From an optimization exercise on the open Yosys and OpenROAD flow, aimed at small area, a short achievable clock period and few clock cycles; shortcuts taken in it are not production practice.

Setup of old:
==> flow/design.v <==
module ALU #(
    parameter DATA_W = 32
)
(
    input                       i_clk,    
    input                       i_rst_n,  
    input                       i_valid,  
    input [DATA_W - 1 : 0]      i_A,      
    input [DATA_W - 1 : 0]      i_B,      
    input [         2 : 0]      i_inst,   
    output [2*DATA_W - 1 : 0]   o_data,   
    output                      o_done    
);
    localparam ADD  = 3'd0;
    localparam SUB  = 3'd1;
    localparam AND  = 3'd2;
    localparam OR   = 3'd3;
    localparam SLT  = 3'd4;
    localparam SRA  = 3'd5;
    localparam MUL  = 3'd6;
    localparam DIV  = 3'd7;
    reg        s_mul;    
    reg        s_div;    
    reg        s_al;     
    reg        done;
    reg [63:0] R;        
    reg        Sx;       
    reg [31:0] D;        
    reg [4:0]  cnt;
    reg        fmt_add;  
    reg        fmt_slt;  
    reg        c24;      
    wire idle = ~(s_mul | s_div);
    wire [8:0]  o_hi  = {R[31], R[31:24]} + {D[31], D[31:24]} + {8'd0, c24};
    wire        o_sgn = o_hi[8];
    wire        o_ovf = o_hi[8] ^ o_hi[7];
    reg  [31:0] o_lo;
    always @(*) begin
        if (fmt_slt)
            o_lo = {31'd0, o_sgn};
        else if (fmt_add & o_ovf)
            o_lo = {o_sgn, {31{~o_sgn}}};
        else if (fmt_add)
            o_lo = {o_hi[7:0], R[23:0]};
        else
            o_lo = R[31:0];
    end
    assign o_done = done;
    assign o_data = {R[63:32], o_lo};
    wire [31:0] Rhi = R[63:32];
    wire [31:0] Rlo = R[31:0];
    reg b0_one, b0_two, b0_neg, b1_one, b1_two, b1_neg, b2_one, b2_two, b2_neg;
    function [2:0] booth;   
        input hi, mid, lo;
        booth = {mid ^ lo, (hi & ~mid & ~lo) | (~hi & mid & lo), hi};
    endfunction
    wire [38:0] dext = {7'd0, D};
    wire [38:0] p0  = (({39{b0_one}} & dext) | ({39{b0_two}} & {dext[37:0], 1'b0})) ^ {39{b0_neg}};
    wire [38:0] p1m = (({39{b1_one}} & dext) | ({39{b1_two}} & {dext[37:0], 1'b0})) ^ {39{b1_neg}};
    wire [38:0] p2m = (({39{b2_one}} & dext) | ({39{b2_two}} & {dext[37:0], 1'b0})) ^ {39{b2_neg}};
    wire [38:0] p1 = {p1m[36:0], b2_neg, b0_neg};
    wire [38:0] p2 = {p2m[34:0], b2_neg, b2_neg, b1_neg, b1_neg};
    wire [38:0] x0 = {{7{Sx}}, Rhi};
    wire [38:0] s1 = x0 ^ p0 ^ p1;
    wire [38:0] c1 = {(x0[37:0] & p0[37:0]) | (x0[37:0] & p1[37:0]) | (p0[37:0] & p1[37:0]), b2_neg};
    wire [38:0] s2 = s1 ^ c1 ^ p2;
    wire [38:0] c2 = {(s1[37:0] & c1[37:0]) | (s1[37:0] & p2[37:0]) | (c1[37:0] & p2[37:0]), b2_neg};
    wire [38:0] T  = s2 + c2 + {38'd0, b1_neg};
    wire [31:0] m0 = Rhi;
    wire [31:0] m1 = m0 | (m0 >> 1);
    wire [31:0] m2 = m1 | (m1 >> 2);
    wire [31:0] m3 = m2 | (m2 >> 4);
    wire [31:0] m4 = m3 | (m3 >> 8);
    wire [31:0] mA = m4 | (m4 >> 16);
    wire dzero = ~|D;
    wire ok4   = ~|(D & ~(mA >> 4));
    wire ok1   = ~|(D & ~(mA >> 1));
    wire q     = ~T[38];
    wire i_and = (i_inst == AND);
    wire i_or  = (i_inst == OR);
    wire i_sra = (i_inst == SRA);
    wire i_mul = (i_inst == MUL);
    wire i_div = (i_inst == DIV);
    wire i_slt = (i_inst == SLT);
    wire i_sub = (i_inst == SUB) | i_slt;
    wire i_as  = ~i_and & ~i_or & ~i_sra & ~i_mul & ~i_div;    
    wire [31:0] i_bx  = i_B ^ {32{i_sub}};
    wire [24:0] i_sum = {1'b0, i_A[23:0]} + {1'b0, i_bx[23:0]} + {24'd0, i_sub};
    wire [4:0]  shamt = (|i_B[31:5]) ? 5'd31 : i_B[4:0];
    wire [31:0] i_sr  = $signed(i_A) >>> shamt;
    wire [31:0] ld_lo = i_and ? (i_A & i_B) :
                        i_or  ? (i_A | i_B) :
                        i_sra ? i_sr :
                        i_div ? 32'd0 :
                        i_mul ? i_A : {i_A[31:24], i_sum[23:0]};
    wire [31:0] ld_hi = i_A & {32{i_div}};
    always @(posedge i_clk or negedge i_rst_n) begin
        if (!i_rst_n) begin
            s_mul  <= 1'b0;
            s_div  <= 1'b0;
            s_al   <= 1'b0;
            done   <= 1'b0;
        end else begin
            done <= 1'b0;
            if (idle && i_valid) begin
                s_mul <= i_mul;
                s_div <= i_div;
                s_al  <= 1'b0;
                done  <= ~i_mul & ~i_div;
            end
            if (s_mul && cnt == 5'd5) begin
                s_mul <= 1'b0;
                done  <= 1'b1;
            end
            if (s_div) begin
                if (!s_al) begin
                    if (dzero) begin
                        s_div <= 1'b0;
                        done  <= 1'b1;
                    end else if (!ok4 && !ok1) begin
                        s_al <= 1'b1;
                        if (cnt == 5'd0) begin
                            s_div <= 1'b0;
                            done  <= 1'b1;
                        end
                    end
                end else if (cnt == 5'd0) begin
                    s_div <= 1'b0;
                    done  <= 1'b1;
                end
            end
        end
    end
    always @(posedge i_clk) begin
        fmt_add <= idle & i_valid & i_as & ~i_slt;
        fmt_slt <= idle & i_valid & i_slt;
        c24     <= i_sum[24];
        if (idle) begin
            R     <= {ld_hi, ld_lo};
            Sx    <= 1'b0;
            D     <= {i_bx[31:24], i_B[23:0]};
            cnt   <= 5'd0;
            if (i_mul) begin
                {b0_one, b0_two, b0_neg} <= booth(i_A[1], i_A[0], 1'b0);
                {b1_one, b1_two, b1_neg} <= booth(i_A[3], i_A[2], i_A[1]);
                {b2_one, b2_two, b2_neg} <= booth(i_A[5], i_A[4], i_A[3]);
            end else begin
                {b0_one, b0_two, b0_neg} <= 3'b101;
                {b1_one, b1_two, b1_neg} <= 3'b000;
                {b2_one, b2_two, b2_neg} <= 3'b000;
            end
        end
        if (s_mul) begin
            cnt <= cnt + 5'd1;
            if (cnt == 5'd5) begin
                R  <= {T[33:2], T[1:0], Rlo[31:2]};
                Sx <= T[38];
            end else begin
                R  <= {T[37:6], T[5:0], Rlo[31:6]};
                Sx <= T[38];
            end
            if (cnt == 5'd4) begin
                {b0_one, b0_two, b0_neg} <= booth(Rlo[7], Rlo[6], Rlo[5]);
                {b1_one, b1_two, b1_neg} <= {Rlo[7], 2'b00};
                {b2_one, b2_two, b2_neg} <= 3'b000;
            end else begin
                {b0_one, b0_two, b0_neg} <= booth(Rlo[7], Rlo[6], Rlo[5]);
                {b1_one, b1_two, b1_neg} <= booth(Rlo[9], Rlo[8], Rlo[7]);
                {b2_one, b2_two, b2_neg} <= booth(Rlo[11], Rlo[10], Rlo[9]);
            end
        end
        if (s_div) begin
            if (!s_al && dzero) begin
                R[31:0] <= 32'hffffffff;
            end else if (!s_al && ok4) begin
                D   <= D << 4;
                cnt <= cnt + 5'd4;
            end else if (!s_al && ok1) begin
                D   <= D << 1;
                cnt <= cnt + 5'd1;
            end else begin
                if (q) R[63:32] <= T[31:0];
                R[31:0] <= {Rlo[30:0], q};
                D   <= D >> 1;
                cnt <= cnt - 5'd1;
            end
        end
    end
endmodule
Settings: LEC_CHECK=0, CAP_MARGIN=20, CORE_MARGIN=2, CORE_UTILIZATION=35, PLACE_DENSITY=0.5, SETUP_SLACK_MARGIN=3.3, SLEW_MARGIN=20; clock period 8.0 ns.
run.sh (not shown) runs the stock make flow with config.mk's settings and CLKGATE_MAP_FILE= SYNTH_SCRIPT=/design/flow/synth_recipe.tcl, a recipe that flattens the netlist after the stock synthesis.
old: no failed stages, no open violations at the end
--- input diff old..new ---
--- a/flow/design.v
+++ b/flow/design.v
@@ -28,21 +28,21 @@
     reg [31:0] D;        
     reg [4:0]  cnt;
     reg        fmt_add;  
     reg        fmt_slt;  
-    reg        c24;      
+    reg        c16;      
     wire idle = ~(s_mul | s_div);
-    wire [8:0]  o_hi  = {R[31], R[31:24]} + {D[31], D[31:24]} + {8'd0, c24};
-    wire        o_sgn = o_hi[8];
-    wire        o_ovf = o_hi[8] ^ o_hi[7];
+    wire [16:0] o_hi  = {R[31], R[31:16]} + {D[31], D[31:16]} + {16'd0, c16};
+    wire        o_sgn = o_hi[16];
+    wire        o_ovf = o_hi[16] ^ o_hi[15];
     reg  [31:0] o_lo;
     always @(*) begin
         if (fmt_slt)
             o_lo = {31'd0, o_sgn};
         else if (fmt_add & o_ovf)
             o_lo = {o_sgn, {31{~o_sgn}}};
         else if (fmt_add)
-            o_lo = {o_hi[7:0], R[23:0]};
+            o_lo = {o_hi[15:0], R[15:0]};
         else
             o_lo = R[31:0];
     end
     assign o_done = done;
@@ -84,16 +84,16 @@
     wire i_slt = (i_inst == SLT);
     wire i_sub = (i_inst == SUB) | i_slt;
     wire i_as  = ~i_and & ~i_or & ~i_sra & ~i_mul & ~i_div;    
     wire [31:0] i_bx  = i_B ^ {32{i_sub}};
-    wire [24:0] i_sum = {1'b0, i_A[23:0]} + {1'b0, i_bx[23:0]} + {24'd0, i_sub};
+    wire [16:0] i_sum = {1'b0, i_A[15:0]} + {1'b0, i_bx[15:0]} + {16'd0, i_sub};
     wire [4:0]  shamt = (|i_B[31:5]) ? 5'd31 : i_B[4:0];
     wire [31:0] i_sr  = $signed(i_A) >>> shamt;
     wire [31:0] ld_lo = i_and ? (i_A & i_B) :
                         i_or  ? (i_A | i_B) :
                         i_sra ? i_sr :
                         i_div ? 32'd0 :
-                        i_mul ? i_A : {i_A[31:24], i_sum[23:0]};
+                        i_mul ? i_A : {i_A[31:16], i_sum[15:0]};
     wire [31:0] ld_hi = i_A & {32{i_div}};
     always @(posedge i_clk or negedge i_rst_n) begin
         if (!i_rst_n) begin
             s_mul  <= 1'b0;
@@ -133,13 +133,13 @@
     end
     always @(posedge i_clk) begin
         fmt_add <= idle & i_valid & i_as & ~i_slt;
         fmt_slt <= idle & i_valid & i_slt;
-        c24     <= i_sum[24];
+        c16     <= i_sum[16];
         if (idle) begin
             R     <= {ld_hi, ld_lo};
             Sx    <= 1'b0;
-            D     <= {i_bx[31:24], i_B[23:0]};
+            D     <= {i_bx[31:16], i_B[15:0]};
             cnt   <= 5'd0;
             if (i_mul) begin
                 {b0_one, b0_two, b0_neg} <= booth(i_A[1], i_A[0], 1'b0);
                 {b1_one, b1_two, b1_neg} <= booth(i_A[3], i_A[2], i_A[1]);
--- outcome ---
- On DRC marker count from the first detailed-route iteration, old loses to new.
- When new is measured against old, its final critical-path share of the clock period turns out 1.5 points higher.
- met2 track demand over resource, old and new, higher one = old.
- Between old and new, the flow reports number of multi-input combinational cells in the layout decreasing by a few percent.
- Lower clock latency reported for the late side of the worst-skew pair among old and new: new
Function was not checked in any run of this note: the RTL went through the layout flow alone.

========
Setup of 04-10:
ALU, a different RTL version from the one above (not shown whole).
Size: roughly 2200 cells after synthesis, about 120 flip-flops, about 140 I/O pins, ~16000 um^2 of cells after synthesis.
==> module ALU, before the edit <==
module ALU #(
    parameter DATA_W = 32
)
(
    input                       i_clk,    
    input                       i_rst_n,  
    input                       i_valid,  
    input [DATA_W - 1 : 0]      i_A,      
    input [DATA_W - 1 : 0]      i_B,      
    input [         2 : 0]      i_inst,   
    output [2*DATA_W - 1 : 0]   o_data,   
    output                      o_done    
);
    localparam ADD  = 3'd0;
    localparam SUB  = 3'd1;
    localparam AND  = 3'd2;
    localparam OR   = 3'd3;
    localparam SLT  = 3'd4;
    localparam SRA  = 3'd5;
    localparam MUL  = 3'd6;
    localparam DIV  = 3'd7;
    reg        s_mul;    
    reg        s_mulf;   
    reg        s_div;    
    reg        s_al;     
    reg        done;
    reg [63:0] R;        
    reg        Sx;       
    reg [31:0] D;        
    reg [4:0]  cnt;
    reg        fmt_add;  
    reg        fmt_slt;  
    reg        c24;      
    wire idle = ~(s_mul | s_mulf | s_div);
    wire [8:0]  o_hi  = {R[31], R[31:24]} + {D[31], D[31:24]} + {8'd0, c24};
    wire        o_sgn = o_hi[8];
    wire        o_ovf = o_hi[8] ^ o_hi[7];
    reg  [31:0] o_lo;
    always @(*) begin
        if (fmt_slt)
            o_lo = {31'd0, o_sgn};
        else if (fmt_add & o_ovf)
            o_lo = {o_sgn, {31{~o_sgn}}};
        else if (fmt_add)
            o_lo = {o_hi[7:0], R[23:0]};
        else
            o_lo = R[31:0];
    end
    assign o_done = done;
    assign o_data = {R[63:32], o_lo};
    wire [31:0] Rhi = R[63:32];
    wire [31:0] Rlo = R[31:0];
    reg b0_one, b0_two, b0_neg, b1_one, b1_two, b1_neg;
    function [2:0] booth;   
        input hi, mid, lo;
        booth = {mid ^ lo, (hi & ~mid & ~lo) | (~hi & mid & lo), hi};
    endfunction
    wire [36:0] dext = {5'd0, D};
    wire [36:0] p0 = (({37{b0_one}} & dext) | ({37{b0_two}} & {dext[35:0], 1'b0})) ^ {37{b0_neg}};
    wire [36:0] p1m = (({37{b1_one}} & dext) | ({37{b1_two}} & {dext[35:0], 1'b0})) ^ {37{b1_neg}};
    wire [36:0] p1 = {p1m[34:0], b1_neg, b0_neg};
    wire [36:0] x0 = {{5{Sx}}, Rhi};
    wire [36:0] cs = x0 ^ p0 ^ p1;
    wire [36:0] cc = {(x0[35:0] & p0[35:0]) | (x0[35:0] & p1[35:0]) | (p0[35:0] & p1[35:0]), b1_neg};
    wire [36:0] T  = cs + cc + {36'd0, b1_neg};
    wire [31:0] m0 = Rhi;
    wire [31:0] m1 = m0 | (m0 >> 1);
    wire [31:0] m2 = m1 | (m1 >> 2);
    wire [31:0] m3 = m2 | (m2 >> 4);
    wire [31:0] m4 = m3 | (m3 >> 8);
    wire [31:0] mA = m4 | (m4 >> 16);
    wire dzero = ~|D;
    wire ok4   = ~|(D & ~(mA >> 4));
    wire ok1   = ~|(D & ~(mA >> 1));
    wire q     = ~T[36];
    wire i_and = (i_inst == AND);
    wire i_or  = (i_inst == OR);
    wire i_sra = (i_inst == SRA);
    wire i_mul = (i_inst == MUL);
    wire i_div = (i_inst == DIV);
    wire i_slt = (i_inst == SLT);
    wire i_sub = (i_inst == SUB) | i_slt;
    wire i_as  = ~i_and & ~i_or & ~i_sra & ~i_mul & ~i_div;    
    wire [31:0] i_bx  = i_B ^ {32{i_sub}};
    wire [24:0] i_sum = {1'b0, i_A[23:0]} + {1'b0, i_bx[23:0]} + {24'd0, i_sub};
    wire [31:0] i_sh  = $signed(i_A) >>> i_B[4:0];
    wire [31:0] i_sr  = (|i_B[31:5]) ? {32{i_A[31]}} : i_sh;
    wire [31:0] ld_lo = i_and ? (i_A & i_B) :
                        i_or  ? (i_A | i_B) :
                        i_sra ? i_sr :
                        i_div ? 32'd0 :
                        i_mul ? i_A : {i_A[31:24], i_sum[23:0]};
    wire [31:0] ld_hi = i_A & {32{i_div}};
    always @(posedge i_clk or negedge i_rst_n) begin
        if (!i_rst_n) begin
            s_mul  <= 1'b0;
            s_mulf <= 1'b0;
            s_div  <= 1'b0;
            s_al   <= 1'b0;
            done   <= 1'b0;
        end else begin
            done <= 1'b0;
            if (idle && i_valid) begin
                s_mul <= i_mul;
                s_div <= i_div;
                s_al  <= 1'b0;
                done  <= ~i_mul & ~i_div;
            end
            if (s_mul && cnt == 5'd7) begin
                s_mul  <= 1'b0;
                s_mulf <= Rlo[3];
                done   <= ~Rlo[3];
            end
            if (s_mulf) begin
                s_mulf <= 1'b0;
                done   <= 1'b1;
            end
            if (s_div) begin
                if (!s_al) begin
                    if (dzero) begin
                        s_div <= 1'b0;
                        done  <= 1'b1;
                    end else if (!ok4 && !ok1) begin
                        s_al <= 1'b1;
                        if (cnt == 5'd0) begin
                            s_div <= 1'b0;
                            done  <= 1'b1;
                        end
                    end
                end else if (cnt == 5'd0) begin
                    s_div <= 1'b0;
                    done  <= 1'b1;
                end
            end
        end
    end
    always @(posedge i_clk) begin
        fmt_add <= idle & i_valid & i_as & ~i_slt;
        fmt_slt <= idle & i_valid & i_slt;
        c24     <= i_sum[24];
        if (idle) begin
            R     <= {ld_hi, ld_lo};
            Sx    <= 1'b0;
            D     <= {i_bx[31:24], i_B[23:0]};
            cnt   <= 5'd0;
            if (i_mul) begin
                {b0_one, b0_two, b0_neg} <= booth(i_A[1], i_A[0], 1'b0);
                {b1_one, b1_two, b1_neg} <= booth(i_A[3], i_A[2], i_A[1]);
            end else begin
                {b0_one, b0_two, b0_neg} <= 3'b101;
                {b1_one, b1_two, b1_neg} <= 3'b000;
            end
        end
        if (s_mul) begin
            R   <= {T[35:4], T[3:0], Rlo[31:4]};
            Sx  <= T[36];
            cnt <= cnt + 5'd1;
            if (cnt == 5'd7) begin
                {b0_one, b0_two, b0_neg} <= {Rlo[3], 2'b00};
                {b1_one, b1_two, b1_neg} <= 3'b000;
            end else begin
                {b0_one, b0_two, b0_neg} <= booth(Rlo[5], Rlo[4], Rlo[3]);
                {b1_one, b1_two, b1_neg} <= booth(Rlo[7], Rlo[6], Rlo[5]);
            end
        end
        if (s_mulf) begin
            R[63:32] <= T[31:0];
        end
        if (s_div) begin
            if (!s_al && dzero) begin
                R[31:0] <= 32'hffffffff;
            end else if (!s_al && ok4) begin
                D   <= D << 4;
                cnt <= cnt + 5'd4;
            end else if (!s_al && ok1) begin
                D   <= D << 1;
                cnt <= cnt + 5'd1;
            end else begin
                if (q) R[63:32] <= T[31:0];
                R[31:0] <= {Rlo[30:0], q};
                D   <= D >> 1;
                cnt <= cnt - 5'd1;
            end
        end
    end
endmodule
==> flow/config.mk <==
export PLATFORM = sky130hd
export DESIGN_NAME = ALU
export DESIGN_NICKNAME = ALU
export VERILOG_FILES = /design/flow/design.v
export SDC_FILE = /design/flow/constraint.sdc
export NUM_CORES = 4
export LEC_CHECK = 0
export CAP_MARGIN = 20
export CORE_MARGIN = 2
export CORE_UTILIZATION = 35
export PLACE_DENSITY = 0.5
export SETUP_SLACK_MARGIN = 3.3
export SLEW_MARGIN = 20
==> flow/constraint.sdc <==
create_clock -name core_clock -period 8.0 [get_ports {i_clk}]
set_input_delay 1.6000 -clock core_clock [delete_from_list [all_inputs] [get_ports {i_clk}]]
set_output_delay 1.6000 -clock core_clock [all_outputs]
set_load 0.01 [all_outputs]
Edits applied to the flow inputs when going from 04-10 to 06-08:
--- a/flow/design.v
+++ b/flow/design.v
@@ -28,23 +28,23 @@
     reg        Sx;       
     reg [31:0] D;        
     reg [4:0]  cnt;
     reg        fmt_add;  
     reg        fmt_slt;  
-    reg        c24;      
+    reg        c16;      
     wire idle = ~(s_mul | s_mulf | s_div);
-    wire [8:0]  o_hi  = {R[31], R[31:24]} + {D[31], D[31:24]} + {8'd0, c24};
-    wire        o_sgn = o_hi[8];
-    wire        o_ovf = o_hi[8] ^ o_hi[7];
+    wire [16:0] o_hi  = {R[31], R[31:16]} + {D[31], D[31:16]} + {16'd0, c16};
+    wire        o_sgn = o_hi[16];
+    wire        o_ovf = o_hi[16] ^ o_hi[15];
     reg  [31:0] o_lo;
     always @(*) begin
         if (fmt_slt)
             o_lo = {31'd0, o_sgn};
         else if (fmt_add & o_ovf)
             o_lo = {o_sgn, {31{~o_sgn}}};
         else if (fmt_add)
-            o_lo = {o_hi[7:0], R[23:0]};
+            o_lo = {o_hi[15:0], R[15:0]};
         else
             o_lo = R[31:0];
     end
     assign o_done = done;
     assign o_data = {R[63:32], o_lo};
@@ -80,18 +80,18 @@
     wire i_div = (i_inst == DIV);
     wire i_slt = (i_inst == SLT);
     wire i_sub = (i_inst == SUB) | i_slt;
     wire i_as  = ~i_and & ~i_or & ~i_sra & ~i_mul & ~i_div;    
     wire [31:0] i_bx  = i_B ^ {32{i_sub}};
-    wire [24:0] i_sum = {1'b0, i_A[23:0]} + {1'b0, i_bx[23:0]} + {24'd0, i_sub};
-    wire [31:0] i_sh  = $signed(i_A) >>> i_B[4:0];
-    wire [31:0] i_sr  = (|i_B[31:5]) ? {32{i_A[31]}} : i_sh;
+    wire [16:0] i_sum = {1'b0, i_A[15:0]} + {1'b0, i_bx[15:0]} + {16'd0, i_sub};
+    wire [4:0]  shamt = (|i_B[31:5]) ? 5'd31 : i_B[4:0];
+    wire [31:0] i_sr  = $signed(i_A) >>> shamt;
     wire [31:0] ld_lo = i_and ? (i_A & i_B) :
                         i_or  ? (i_A | i_B) :
                         i_sra ? i_sr :
                         i_div ? 32'd0 :
-                        i_mul ? i_A : {i_A[31:24], i_sum[23:0]};
+                        i_mul ? i_A : {i_A[31:16], i_sum[15:0]};
     wire [31:0] ld_hi = i_A & {32{i_div}};
     always @(posedge i_clk or negedge i_rst_n) begin
         if (!i_rst_n) begin
             s_mul  <= 1'b0;
             s_mulf <= 1'b0;
@@ -135,15 +135,15 @@
         end
     end
     always @(posedge i_clk) begin
         fmt_add <= idle & i_valid & i_as & ~i_slt;
         fmt_slt <= idle & i_valid & i_slt;
-        c24     <= i_sum[24];
+        c16     <= i_sum[16];
         if (idle) begin
             R     <= {ld_hi, ld_lo};
             Sx    <= 1'b0;
-            D     <= {i_bx[31:24], i_B[23:0]};
+            D     <= {i_bx[31:16], i_B[15:0]};
             cnt   <= 5'd0;
             if (i_mul) begin
                 {b0_one, b0_two, b0_neg} <= booth(i_A[1], i_A[0], 1'b0);
                 {b1_one, b1_two, b1_neg} <= booth(i_A[3], i_A[2], i_A[1]);
             end else begin
Results
06-08: PASS, flow complete, no timing, DRC or antenna violations
Taking 04-10 as the reference, in 06-08 mean cell area of the mapped netlist rose 0.074 um^2; fraction of area in multi-input gates about even; non-filler instance count after layout rose 36.
Sort 04-10 and 06-08 by sequential share of layout area, ascending, and 06-08 comes first.
From 04-10 to 06-08 the numbers moved as follows: hold path depth -1; multi-input combinational cell count +about 0.9%.
In the metrics for 04-10 and 06-08, the one carrying the higher first-pass GRT wire length is 06-08.
From 04-10 to 06-08 the numbers moved as follows: total area of sequential cells grew by about 1%, routed wirelength normalized by instance count grew by about 6%.
No functional check of the RTL was part of any run of this note.

==> static timing again, ports no longer ideal <==
The flow's constraints put no driver on any port. The routed layouts listed below were extracted and timed again, unchanged, in two steps.
Step 1, drivers: a clkbuf_16 drives i_clk and a buf_2 each remaining input, both assumed.
Step 2 also shifts input and output timing later by t, the mid clock arrival at the registers, as if the neighbouring blocks saw the same clock.
Three values: no drivers, after step 1, after step 2; two values: the first two.
run | t, ns | setup slack, ns | worst setup path after step 2 | slew at the worst register clock pin (ns)
old | 0.548 | 2.802 / 2.748 / 2.634 | input to register | 0.07 / 0.07
new | 0.513 | 2.684 / 2.628 / 2.826 | input to register | 0.06 / 0.06
04-10 | 0.506 | 2.909 / 2.849 / 2.953 | input to register | 0.07 / 0.07
06-08 | 0.494 | 2.941 / 2.891 / 2.882 | input to register | 0.06 / 0.06
After both steps setup and hold are still met in every run listed. For old, which loses most, drivers alone change the setup slack by -0.054 ns; drivers and shift together by -0.168 ns.
